Background: an optimization exercise with open tools, aiming at small area. Do not read the settings as production practice. The RTL was checked by simulation tests, not by an equivalence proof against the original design. The clock input has no modelled driver; a real chip could not lean on it and would need a root buffer or a full tree. Power and IR drop assume default switching activity.

Design top, start of the top module:
module top (
    input wire clk,
    input wire rst,
    input wire rx,
    input wire btn1,
    input wire btn2,
    output wire tx,
    output wire [5:0] led
);
Size in the first run: ~410 cells after synthesis, roughly 75 flip-flops, roughly 12 I/O pins.
==> flow/config.mk <==
export PLATFORM = sky130hd
export DESIGN_NAME = top
export DESIGN_NICKNAME = top
export VERILOG_FILES = /design/flow/design.v
export SDC_FILE = /design/flow/constraint.sdc
export NUM_CORES = 4
export LEC_CHECK = 0
export ABC_AREA = 1
export CAP_MARGIN = 20
export CORE_MARGIN = 2
export CORE_UTILIZATION = 40
export GPL_TIMING_DRIVEN = 0
export SLEW_MARGIN = 20
==> flow/constraint.sdc <==
create_clock -name core_clock -period 37.0 [get_ports {clk}]
set_input_delay 7.4000 -clock core_clock [delete_from_list [all_inputs] [get_ports {clk}]]
set_output_delay 7.4000 -clock core_clock [all_outputs]
set_load 0.01 [all_outputs]
standard.sh (not shown) runs the stock make flow with config.mk's settings and CLKGATE_MAP_FILE= SYNTH_SCRIPT=/design/flow/synth_recipe.tcl, a recipe that flattens the netlist after the stock synthesis.
==> flow/flow/run.sh <==
#!/bin/bash
# Standard ORFS layout with three changes: an area-oriented ABC mapping
# script for synthesis (registers are untouched), a one-level clock tree
# (flow/cts_hook.tcl), and the smallest buffer on the ports.
set -euo pipefail
W=$(pwd)
rm -rf "$W/myscripts"
cp -r "$FLOW_HOME/scripts" "$W/myscripts"
cp "$W/flow/abc_area.script" "$W/myscripts/abc_area.script"
bash standard.sh SCRIPTS_DIR="$W/myscripts" synth > "$W/synth.log" 2>&1
export PRE_CTS_TCL="$W/flow/cts_hook.tcl"
export CLK_NBUF=4
export CLK_BUFCELL=sky130_fd_sc_hd__clkbuf_8
export BUFFER_PORTS_ARGS="-buffer_cell sky130_fd_sc_hd__buf_1"
bash standard.sh > "$W/layout.log" 2>&1
==> flow/flow/cts_hook.tcl <==
# Sourced before clock tree synthesis (PRE_CTS_TCL). Replaces TritonCTS's
# H-tree, which for a design this small puts nine large buffers on the
# clock, with a one-level tree: CLK_NBUF buffers of type CLK_BUFCELL, each
# driving the flip-flops of one slice of the die, fed from the clock port.
rename clock_tree_synthesis __tritoncts
proc clock_tree_synthesis { args } {
  set nbuf $::env(CLK_NBUF)
  set cell $::env(CLK_BUFCELL)
  set db [ord::get_db]
  set block [ord::get_db_block]
  set master [$db findMaster $cell]
  set clk_name [get_full_name [lindex [get_property [lindex [all_clocks] 0] sources] 0]]
  set clknet [$block findNet $clk_name]
  set sinks {}
  foreach it [$clknet getITerms] {
    set loc [[$it getInst] getLocation]
    lappend sinks [list [lindex $loc 0] [lindex $loc 1] $it]
  }
  set n [llength $sinks]
  puts "custom clock tree: $n sinks, $nbuf x $cell"
  # k-means on the sink locations, seeded from slices along x
  set sinks [lsort -integer -index 0 $sinks]
  set cx {}
  set cy {}
  for { set b 0 } { $b < $nbuf } { incr b } {
    set s [lindex $sinks [expr { ($n * (2 * $b + 1)) / (2 * $nbuf) }]]
    lappend cx [lindex $s 0]
    lappend cy [lindex $s 1]
  }
  for { set iter 0 } { $iter < 20 } { incr iter } {
    set assign {}
    foreach s $sinks {
      set best 0
      set bd -1
      for { set b 0 } { $b < $nbuf } { incr b } {
        set dx [expr { [lindex $s 0] - [lindex $cx $b] }]
        set dy [expr { [lindex $s 1] - [lindex $cy $b] }]
        set d [expr { abs($dx) + abs($dy) }]
        if { $bd < 0 || $d < $bd } {
          set bd $d
          set best $b
        }
      }
      lappend assign $best
    }
    set ncx {}
    set ncy {}
    for { set b 0 } { $b < $nbuf } { incr b } {
      set sx 0
      set sy 0
      set k 0
      foreach s $sinks a $assign {
        if { $a == $b } {
          set sx [expr { $sx + [lindex $s 0] }]
          set sy [expr { $sy + [lindex $s 1] }]
          incr k
        }
      }
      if { $k > 0 } {
        lappend ncx [expr { $sx / $k }]
        lappend ncy [expr { $sy / $k }]
      } else {
        lappend ncx [lindex $cx $b]
        lappend ncy [lindex $cy $b]
      }
    }
    set cx $ncx
    set cy $ncy
  }
  for { set b 0 } { $b < $nbuf } { incr b } {
    set inst [odb::dbInst_create $block $master "clkbuf_custom_$b"]
    $inst setLocation [lindex $cx $b] [lindex $cy $b]
    $inst setPlacementStatus PLACED
    set net [odb::dbNet_create $block "clknet_custom_$b"]
    $net setSigType CLOCK
    [$inst findITerm A] connect $clknet
    [$inst findITerm X] connect $net
    foreach s $sinks a $assign {
      if { $a == $b } {
        set it [lindex $s 2]
        $it disconnect
        $it connect $net
      }
    }
  }
  set_propagated_clock [all_clocks]
}
Other scripts of this flow, unchanged in this note and not shown: flow/flow/abc_area.script
Edit:
--- a/flow/flow/run.sh
+++ b/flow/flow/run.sh
@@ -11,4 +11,4 @@
 export PRE_CTS_TCL="$W/flow/cts_hook.tcl"
-export CLK_NBUF=4
-export CLK_BUFCELL=sky130_fd_sc_hd__clkbuf_8
+export CLK_NBUF=1
+export CLK_BUFCELL=sky130_fd_sc_hd__clkbuf_16
 export BUFFER_PORTS_ARGS="-buffer_cell sky130_fd_sc_hd__buf_1"
==> flow/flow/cts_hook.tcl (replaced) <==
# Sourced before clock tree synthesis (PRE_CTS_TCL). Replaces TritonCTS's
# H-tree, which for a design this small puts nine large buffers on the
# clock, with a one-level tree: CLK_NBUF buffers of type CLK_BUFCELL, each
# driving the flip-flops of one slice of the die, fed from the clock port.
rename clock_tree_synthesis __tritoncts
proc clock_tree_synthesis { args } {
  set nbuf $::env(CLK_NBUF)
  set cell $::env(CLK_BUFCELL)
  set db [ord::get_db]
  set block [ord::get_db_block]
  set master [$db findMaster $cell]
  set clk_name [get_name [get_ports -of_objects [get_clocks]]]
  set clknet [$block findNet $clk_name]
  set sinks {}
  foreach it [$clknet getITerms] {
    set loc [[$it getInst] getLocation]
    lappend sinks [list [lindex $loc 0] [lindex $loc 1] $it]
  }
  set sinks [lsort -integer -index 0 $sinks]
  set n [llength $sinks]
  puts "custom clock tree: $n sinks, $nbuf x $cell"
  for { set b 0 } { $b < $nbuf } { incr b } {
    set lo [expr { ($n * $b) / $nbuf }]
    set hi [expr { ($n * ($b + 1)) / $nbuf - 1 }]
    set group [lrange $sinks $lo $hi]
    set sx 0
    set sy 0
    foreach s $group {
      set sx [expr { $sx + [lindex $s 0] }]
      set sy [expr { $sy + [lindex $s 1] }]
    }
    set k [llength $group]
    set inst [odb::dbInst_create $block $master "clkbuf_custom_$b"]
    $inst setLocation [expr { $sx / $k }] [expr { $sy / $k }]
    $inst setPlacementStatus PLACED
    set net [odb::dbNet_create $block "clknet_custom_$b"]
    $net setSigType CLOCK
    [$inst findITerm A] connect $clknet
    [$inst findITerm X] connect $net
    foreach s $group {
      set it [lindex $s 2]
      $it disconnect
      $it connect $net
    }
  }
  set_propagated_clock [all_clocks]
}
--- a/flow/config.mk
+++ b/flow/config.mk
@@ -11,3 +11,2 @@
 export CORE_UTILIZATION = 40
-export GPL_TIMING_DRIVEN = 0
 export SLEW_MARGIN = 20
Result: Now the flow failed in 4_1_cts, error STA-2204; synthesized area stays the same; synthesized cell count is unchanged.
The clock cells of the first run of this note come from the design's own scripts or RTL, not from TritonCTS.

* * *

== lagoon ==
The RTL this note starts from:
==> flow/design.v <==
module edge_det (
  input  wire clk,
  input  wire btn_in,    
  input  wire armed,
  output wire press
);
  reg s0, s1, s2, s3;
  always @(posedge clk) begin
    s0 <= btn_in;
    s1 <= s0;
    s2 <= s1;
    s3 <= s2;
  end
  assign press = armed & ~s2 & s3;
endmodule
module uart_rx (
  input  wire clk,
  input  wire rst,
  input  wire din,
  input  wire tick,
  output wire up,
  output wire down
);
  reg m, s;
  always @(posedge clk) begin
    m <= din;
    s <= m;
  end
  reg [7:0] pos;
  reg ok, b0;
  wire we = pos[7] & pos[6] & ~pos[0];
  wire [3:0] ph = pos[7:4];
  wire idle = pos[7] & pos[6];
  wire dec  = tick & ~pos[3] & pos[2] & pos[1] & pos[0];
  wire ph0  = ~|ph;
  wire stp  = pos[7] & pos[4];
  wire leave = dec & ((ph0 & s) | stp);
  always @(posedge clk) begin
    if (rst) pos <= 8'hff;
    else if (leave) pos <= {7'h7f, ~(stp & s & ok)};
    else if ((tick & (~idle | ~s)) | we) pos <= pos + 8'd1;
  end
  wire p1 = ~ph[3] & ~ph[2] & ~ph[1] & ph[0];
  wire bad = (~ph[3] & ~ph[2] & ph[1] & (s ^ ph[0]))           
           | (~ph[3] & ph[2] & ~ph[1] & ~ph[0] & s)            
           | (~ph[3] & ph[2] & ~ph[1] & ph[0] & (s ^ b0))      
           | (ph[2] & ph[1] & ph[0] & ~s)                      
           | (ph[3] & ~ph[0] & s);                             
  always @(posedge clk) begin
    ok <= (dec & p1) | (ok & ~(dec & bad));
    if (dec & p1) b0 <= s;
  end
  assign up   = we & b0;
  assign down = we & ~b0;
endmodule
module uart_keypad (input wire clk, input wire rst, output wire tick, output wire armed);
  reg [3:0] hi; reg [6:0] lo;
  reg [10:0] pc;
  assign tick  = &hi;
  assign armed = (pc[10:9]==2'b11) && (pc[7:0]==8'b00001001);
  wire [7:0] lo45 = {1'b0, lo} + 8'd45;
  always @(posedge clk) begin
    if (rst) begin hi <= 4'd0; lo <= 7'd45; end
    else if (tick) begin hi <= {2'b00, lo45[7], ~lo45[7]}; lo <= lo45[6:0]; end
    else hi <= hi + 4'd1;
  end
  always @(posedge clk) begin
    if (rst) pc <= 11'd0;
    else if (!armed && hi == 4'd14 && lo == 7'd0) pc <= {pc[9:0], ~(pc[10] ^ pc[8])};
  end
endmodule
module uart_tx (
  input  wire       clk,
  input  wire       rst,
  input  wire       go,
  input  wire [7:0] chr,
  output wire       re,
  output wire       rd,
  output wire       dout
);
  reg [3:0] s;
  reg [7:0] baud;    
  wire tx_on = ~s[3] | ~s[2] | (s[1] & s[0]);
  wire full  = (baud == 8'd168);
  wire w     = s[3] & s[2] & ~s[1] & ~s[0];
  assign re  = s[3] & s[2] & ~s[1] & s[0];
  assign rd  = s[3] & s[2] & s[1] & ~s[0];
  wire stop  = s[3] & ~s[2];
  always @(posedge clk) begin
    if (rst) s <= 4'd12;
    else if (tx_on & full & stop) s <= 4'd12;
    else if ((tx_on & full) | (w & go) | re | rd) s <= s + 4'd1;
  end
  always @(posedge clk) begin
    if (tx_on & ~full) baud <= {baud[6:0], ~(baud[7] ^ baud[5] ^ baud[4] ^ baud[3])};
    else baud <= 8'd0;
  end
  assign dout = s[3] ? ~(&s) : chr[s[2:0]];
endmodule
module top (
    input wire clk,
    input wire rst,
    input wire rx,
    input wire btn1,
    input wire btn2,
    output wire tx,
    output wire [5:0] led
);
  wire tick, armed;
  uart_keypad u_tb (.clk(clk), .rst(rst), .tick(tick), .armed(armed));
  wire p1, p2;
  edge_det u_ed1 (.clk(clk), .btn_in(btn1), .armed(armed), .press(p1));
  edge_det u_ed2 (.clk(clk), .btn_in(btn2), .armed(armed), .press(p2));
  wire k_up, k_down;
  uart_rx u_rx (.clk(clk), .rst(rst), .din(rx), .tick(tick), .up(k_up), .down(k_down));
  wire b1 = p1 | k_up;
  wire b2 = p2 | k_down;
  wire press_any = b1 | b2;
  reg  [5:0] cnt;
  wire [5:0] cnt_nx = b1 ? cnt + 6'd1 : b2 ? cnt - 6'd1 : cnt;
  reg       busy, de, sn, pending, adv;
  reg [3:0] cur;
  reg [5:0] lat;
  wire re, rd;
  wire [3:0] nxt1;
  assign nxt1[0] = (cur[1] & cur[0]) | (cur[3] & cur[2]);
  assign nxt1[1] = (cur[2]) | (cur[1] & ~cur[0]);
  assign nxt1[2] = (~cur[1] & ~cur[0]) | (cur[3] & ~cur[0]);
  assign nxt1[3] = (cur[0]) | (~cur[2] & cur[1]) | (cur[3] & cur[1]);
  wire is_tens = (cur[2] & cur[0]);
  wire is_units = (~cur[2] & cur[1] & cur[0]);
  wire is_last_a = (~cur[1] & cur[0]);
  wire is_last_n = (cur[3] & ~cur[1] & ~cur[0]);
  wire [3:0] nxt = adv ? nxt1 : cur;
  wire last = adv ? is_last_a : is_last_n;
  wire start   = press_any & ~busy;
  wire de_proc = ~press_any & busy & ~re & de;
  wire sn_proc = ~press_any & busy & ~re & ~de & sn;
  wire restart = de_proc & last & pending;
  wire finish  = de_proc & last & ~pending;
  wire adv_set = start | (de_proc & (~last | pending));
  always @(posedge clk) begin
    busy    <= ~rst & (start | (busy & ~finish));
    pending <= ~start & ~restart & (pending | (press_any & busy));
    de      <= ~start & ((~press_any & busy & re) | (de & ~de_proc));
    sn      <= ~start & ((de_proc & ~finish) | (sn & ~de_proc & ~sn_proc));
    if (start | restart) lat <= cnt_nx;
  end
  always @(posedge clk) cnt <= rst ? 6'd0 : cnt_nx;
  always @(posedge clk) adv <= adv_set | (adv & ~rd);
  always @(posedge clk) begin
    if (press_any & ~busy) cur <= 4'd8;
    else if (rd) cur <= nxt;
  end
  wire [2:0] tens  = lat / 6'd10;
  wire [3:0] units = lat % 6'd10;
  wire [7:0] chr;
  assign chr[0] = (cur[2] & ~cur[1]) | (~cur[1] & cur[0]) | (is_tens & tens[0]) | (is_units & units[0]);
  assign chr[1] = (~cur[3] & cur[2]) | (cur[3] & ~cur[2] & ~cur[0]) | (is_tens & tens[1]) | (is_units & units[1]);
  assign chr[2] = (~cur[1] & cur[0]) | (~cur[3] & cur[1]) | (is_tens & tens[2]) | (is_units & units[2]);
  assign chr[3] = (~cur[1] & cur[0]) | (~cur[3] & cur[2] & cur[1]) | (cur[3] & ~cur[2] & ~cur[0]) | (is_units & units[3]);
  assign chr[4] = (~cur[2] & cur[1]) | (cur[2] & cur[0]);
  assign chr[5] = (cur[3] & cur[1]);
  assign chr[6] = (~cur[3]);
  assign chr[7] = 1'b0;
  uart_tx u_tx (.clk(clk), .rst(rst), .go(busy & ~sn), .chr(chr), .re(re), .rd(rd), .dout(tx));
  assign led = ~cnt;
endmodule
clock: 37.0 ns
lec_check: 0
abc_area: 1
cap_margin: 20
core_margin: 2
core_utilization: 40
place_density: 0.8
slew_margin: 20
==> flow/flow/run.sh <==
#!/bin/bash
# Standard ORFS layout with three changes:
#  - synthesis maps the logic with an area-oriented ABC script instead of
#    ORFS's abc_area.script: each flow/*.script is tried and the one giving
#    the smallest netlist is used (the registers are the same for all);
#  - a one-level clock tree built by flow/cts_hook.tcl instead of TritonCTS;
#  - the smallest buffer on the ports.
set -euo pipefail
W=$(pwd)
best=""
best_area=""
for s in "$W"/flow/*.script; do
  n=$(basename "$s" .script)
  rm -rf "$W/scripts_$n" "$W/trial_$n"
  cp -r "$FLOW_HOME/scripts" "$W/scripts_$n"
  cp "$s" "$W/scripts_$n/abc_area.script"
  if bash standard.sh WORK_HOME="$W/trial_$n" SCRIPTS_DIR="$W/scripts_$n" synth > "$W/trial_$n.log" 2>&1; then
    a=$(awk '/Chip area for module/ {print $NF}' "$W"/trial_$n/reports/*/top/base/synth_stat.txt)
    echo "$n $a" >> "$W/trials.txt"
    if [[ -z "$best_area" ]] || awk -v a="$a" -v b="$best_area" 'BEGIN { exit !(a < b) }'; then
      best=$n
      best_area=$a
    fi
  fi
  rm -rf "$W/trial_$n"
done
echo "using $best $best_area" >> "$W/trials.txt"
bash standard.sh SCRIPTS_DIR="$W/scripts_$best" synth > "$W/synth.log" 2>&1
export PRE_CTS_TCL="$W/flow/cts_hook.tcl"
export CLK_NBUF=4
export CLK_BUFCELL=sky130_fd_sc_hd__clkbuf_8
export CLK_BUFCELL_BIG=sky130_fd_sc_hd__clkbuf_16
export CLK_SLEW_UP=0.125
export BUFFER_PORTS_ARGS="-buffer_cell sky130_fd_sc_hd__buf_1"
bash standard.sh > "$W/layout.log" 2>&1
==> flow/flow/cts_hook.tcl <==
# Sourced before clock tree synthesis (PRE_CTS_TCL). Replaces TritonCTS's
# H-tree, which for a design this small puts nine large buffers on the
# clock, with a one-level tree: CLK_NBUF buffers of type CLK_BUFCELL, each
# driving the flip-flops of one slice of the die, fed from the clock port.
rename clock_tree_synthesis __tritoncts
proc clock_tree_synthesis { args } {
  set nbuf $::env(CLK_NBUF)
  set cell $::env(CLK_BUFCELL)
  set db [ord::get_db]
  set block [ord::get_db_block]
  set master [$db findMaster $cell]
  set clk_name [get_full_name [lindex [get_property [lindex [all_clocks] 0] sources] 0]]
  set clknet [$block findNet $clk_name]
  set sinks {}
  foreach it [$clknet getITerms] {
    set loc [[$it getInst] getLocation]
    lappend sinks [list [lindex $loc 0] [lindex $loc 1] $it]
  }
  set n [llength $sinks]
  puts "custom clock tree: $n sinks, $nbuf x $cell"
  # k-means on the sink locations, seeded from slices along x
  set sinks [lsort -integer -index 0 $sinks]
  set cx {}
  set cy {}
  for { set b 0 } { $b < $nbuf } { incr b } {
    set s [lindex $sinks [expr { ($n * (2 * $b + 1)) / (2 * $nbuf) }]]
    lappend cx [lindex $s 0]
    lappend cy [lindex $s 1]
  }
  for { set iter 0 } { $iter < 20 } { incr iter } {
    set assign {}
    foreach s $sinks {
      set best 0
      set bd -1
      for { set b 0 } { $b < $nbuf } { incr b } {
        set dx [expr { [lindex $s 0] - [lindex $cx $b] }]
        set dy [expr { [lindex $s 1] - [lindex $cy $b] }]
        set d [expr { abs($dx) + abs($dy) }]
        if { $bd < 0 || $d < $bd } {
          set bd $d
          set best $b
        }
      }
      lappend assign $best
    }
    set ncx {}
    set ncy {}
    for { set b 0 } { $b < $nbuf } { incr b } {
      set sx 0
      set sy 0
      set k 0
      foreach s $sinks a $assign {
        if { $a == $b } {
          set sx [expr { $sx + [lindex $s 0] }]
          set sy [expr { $sy + [lindex $s 1] }]
          incr k
        }
      }
      if { $k > 0 } {
        lappend ncx [expr { $sx / $k }]
        lappend ncy [expr { $sy / $k }]
      } else {
        lappend ncx [lindex $cx $b]
        lappend ncy [lindex $cy $b]
      }
    }
    set cx $ncx
    set cy $ncy
  }
  for { set b 0 } { $b < $nbuf } { incr b } {
    set inst [odb::dbInst_create $block $master "clkbuf_custom_$b"]
    $inst setLocation [lindex $cx $b] [lindex $cy $b]
    $inst setPlacementStatus PLACED
    set net [odb::dbNet_create $block "clknet_custom_$b"]
    $net setSigType CLOCK
    [$inst findITerm A] connect $clknet
    [$inst findITerm X] connect $net
    foreach s $sinks a $assign {
      if { $a == $b } {
        set it [lindex $s 2]
        $it disconnect
        $it connect $net
      }
    }
  }
  set_propagated_clock [all_clocks]
  # A buffer whose output slew comes out high at this placement is swapped
  # for the next larger one.
  estimate_parasitics -placement
  set big [$db findMaster $::env(CLK_BUFCELL_BIG)]
  for { set b 0 } { $b < $nbuf } { incr b } {
    set s [get_property [get_pins clkbuf_custom_$b/X] slew_max]
    puts "clkbuf_custom_$b output slew $s"
    if { $s > $::env(CLK_SLEW_UP) } {
      [$block findInst clkbuf_custom_$b] swapMaster $big
      puts "  swapped to $::env(CLK_BUFCELL_BIG)"
    }
  }
}
Other scripts of this flow, unchanged in this note and not shown: flow/flow/amap.script, flow/flow/b2.script, flow/flow/b6.script, flow/flow/c2.script, flow/flow/c4.script, flow/flow/d6.script
Input-level comparison between delta and lagoon:
# lagoon
export LEC_CHECK = 0
export ABC_AREA = 1
export CAP_MARGIN = 20
export CORE_MARGIN = 2
export CORE_UTILIZATION = 40
export PLACE_DENSITY = 0.8
export SLEW_MARGIN = 20
create_clock -name core_clock -period 37.0 [get_ports {clk}]
# delta
export LEC_CHECK = 0
export ABC_AREA = 1
export CAP_MARGIN = 20
export CORE_MARGIN = 2
export CORE_UTILIZATION = 70
export PLACE_DENSITY = 0.85
export SLEW_MARGIN = 20
create_clock -name core_clock -period 37.0 [get_ports {clk}]
diff --git a/flow/flow/run.sh b/flow/flow/run.sh
--- a/flow/flow/run.sh
+++ b/flow/flow/run.sh
@@ -29,3 +29,3 @@
 export PRE_CTS_TCL="$W/flow/cts_hook.tcl"
-export CLK_NBUF=4
+export CLK_NBUF=3
 export CLK_BUFCELL=sky130_fd_sc_hd__clkbuf_8
### Flow results
Compared to lagoon, delta was floorplanned on a smaller die.
Via count: lagoon and delta compared, higher one is lagoon
On pin count of the biggest net entering global routing: between lagoon and delta, it ends up higher for delta.
From lagoon to delta the numbers moved as follows: synthesized net count shows no meaningful change, amount of wire on met2 after detailed routing shows a reduction of about 7%, global-route met3 utilization shows an increase of 0.34 points.
Relative to lagoon, the wire length of the first global-routing pass measured on delta has increased by a few percent.
Inputs modified between delta and fjord:
# delta
export LEC_CHECK = 0
export ABC_AREA = 1
export CAP_MARGIN = 20
export CORE_MARGIN = 2
export CORE_UTILIZATION = 70
export PLACE_DENSITY = 0.85
export SLEW_MARGIN = 20
create_clock -name core_clock -period 37.0 [get_ports {clk}]
# fjord
export LEC_CHECK = 0
export ABC_AREA = 1
export CAP_MARGIN = 20
export CORE_MARGIN = 2
export CORE_UTILIZATION = 40
export SLEW_MARGIN = 20
create_clock -name core_clock -period 37.0 [get_ports {clk}]
diff --git a/flow/flow/run.sh b/flow/flow/run.sh
--- a/flow/flow/run.sh
+++ b/flow/flow/run.sh
@@ -29,3 +29,3 @@
 export PRE_CTS_TCL="$W/flow/cts_hook.tcl"
-export CLK_NBUF=3
+export CLK_NBUF=4
 export CLK_BUFCELL=sky130_fd_sc_hd__clkbuf_8
### Flow results
Per the comparison of fjord with delta, power higher; utilization down 33 points.
fjord: all stages complete, timing, DRC and antenna checks passed
For highest cell delay on the worst timing path, fjord and delta come out practically identical.
Clock power of fjord exceeds that of delta by a little under 10%.
No run of this note takes its clock network from TritonCTS; it comes from the design's own scripts or RTL.

re-timing with driven ports:
The flow's constraints put no driver on any port. The routed layouts listed below were extracted and timed again, unchanged, in two steps.
Step 1 assumes that a clkbuf_16 drives the clock port and a buf_2 every other input.
Step 2, shift: input delay + t, output delay - t, t = (earliest + latest rising clock arrival at the registers) / 2. This alone moves slack from input paths to output paths.
Slacks: ideal ports / drivers / drivers and shift; pairs: ideal ports / drivers.
run | t, ns | setup WS [ns] | hold slack, ns
the first run of note 1 | 0.223 | 25.954 / 25.895 / 26.119 | 0.340 / 0.340 / 0.340
lagoon | 0.223 | 26.305 / 26.241 / 26.463 | 0.338 / 0.338 / 0.338
delta | 0.216 | 26.359 / 26.301 / 26.516 | 0.335 / 0.335 / 0.335
fjord | 0.213 | 26.363 / 26.296 / 26.509 | 0.331 / 0.331 / 0.331
After both steps setup and hold are still met in every run listed.
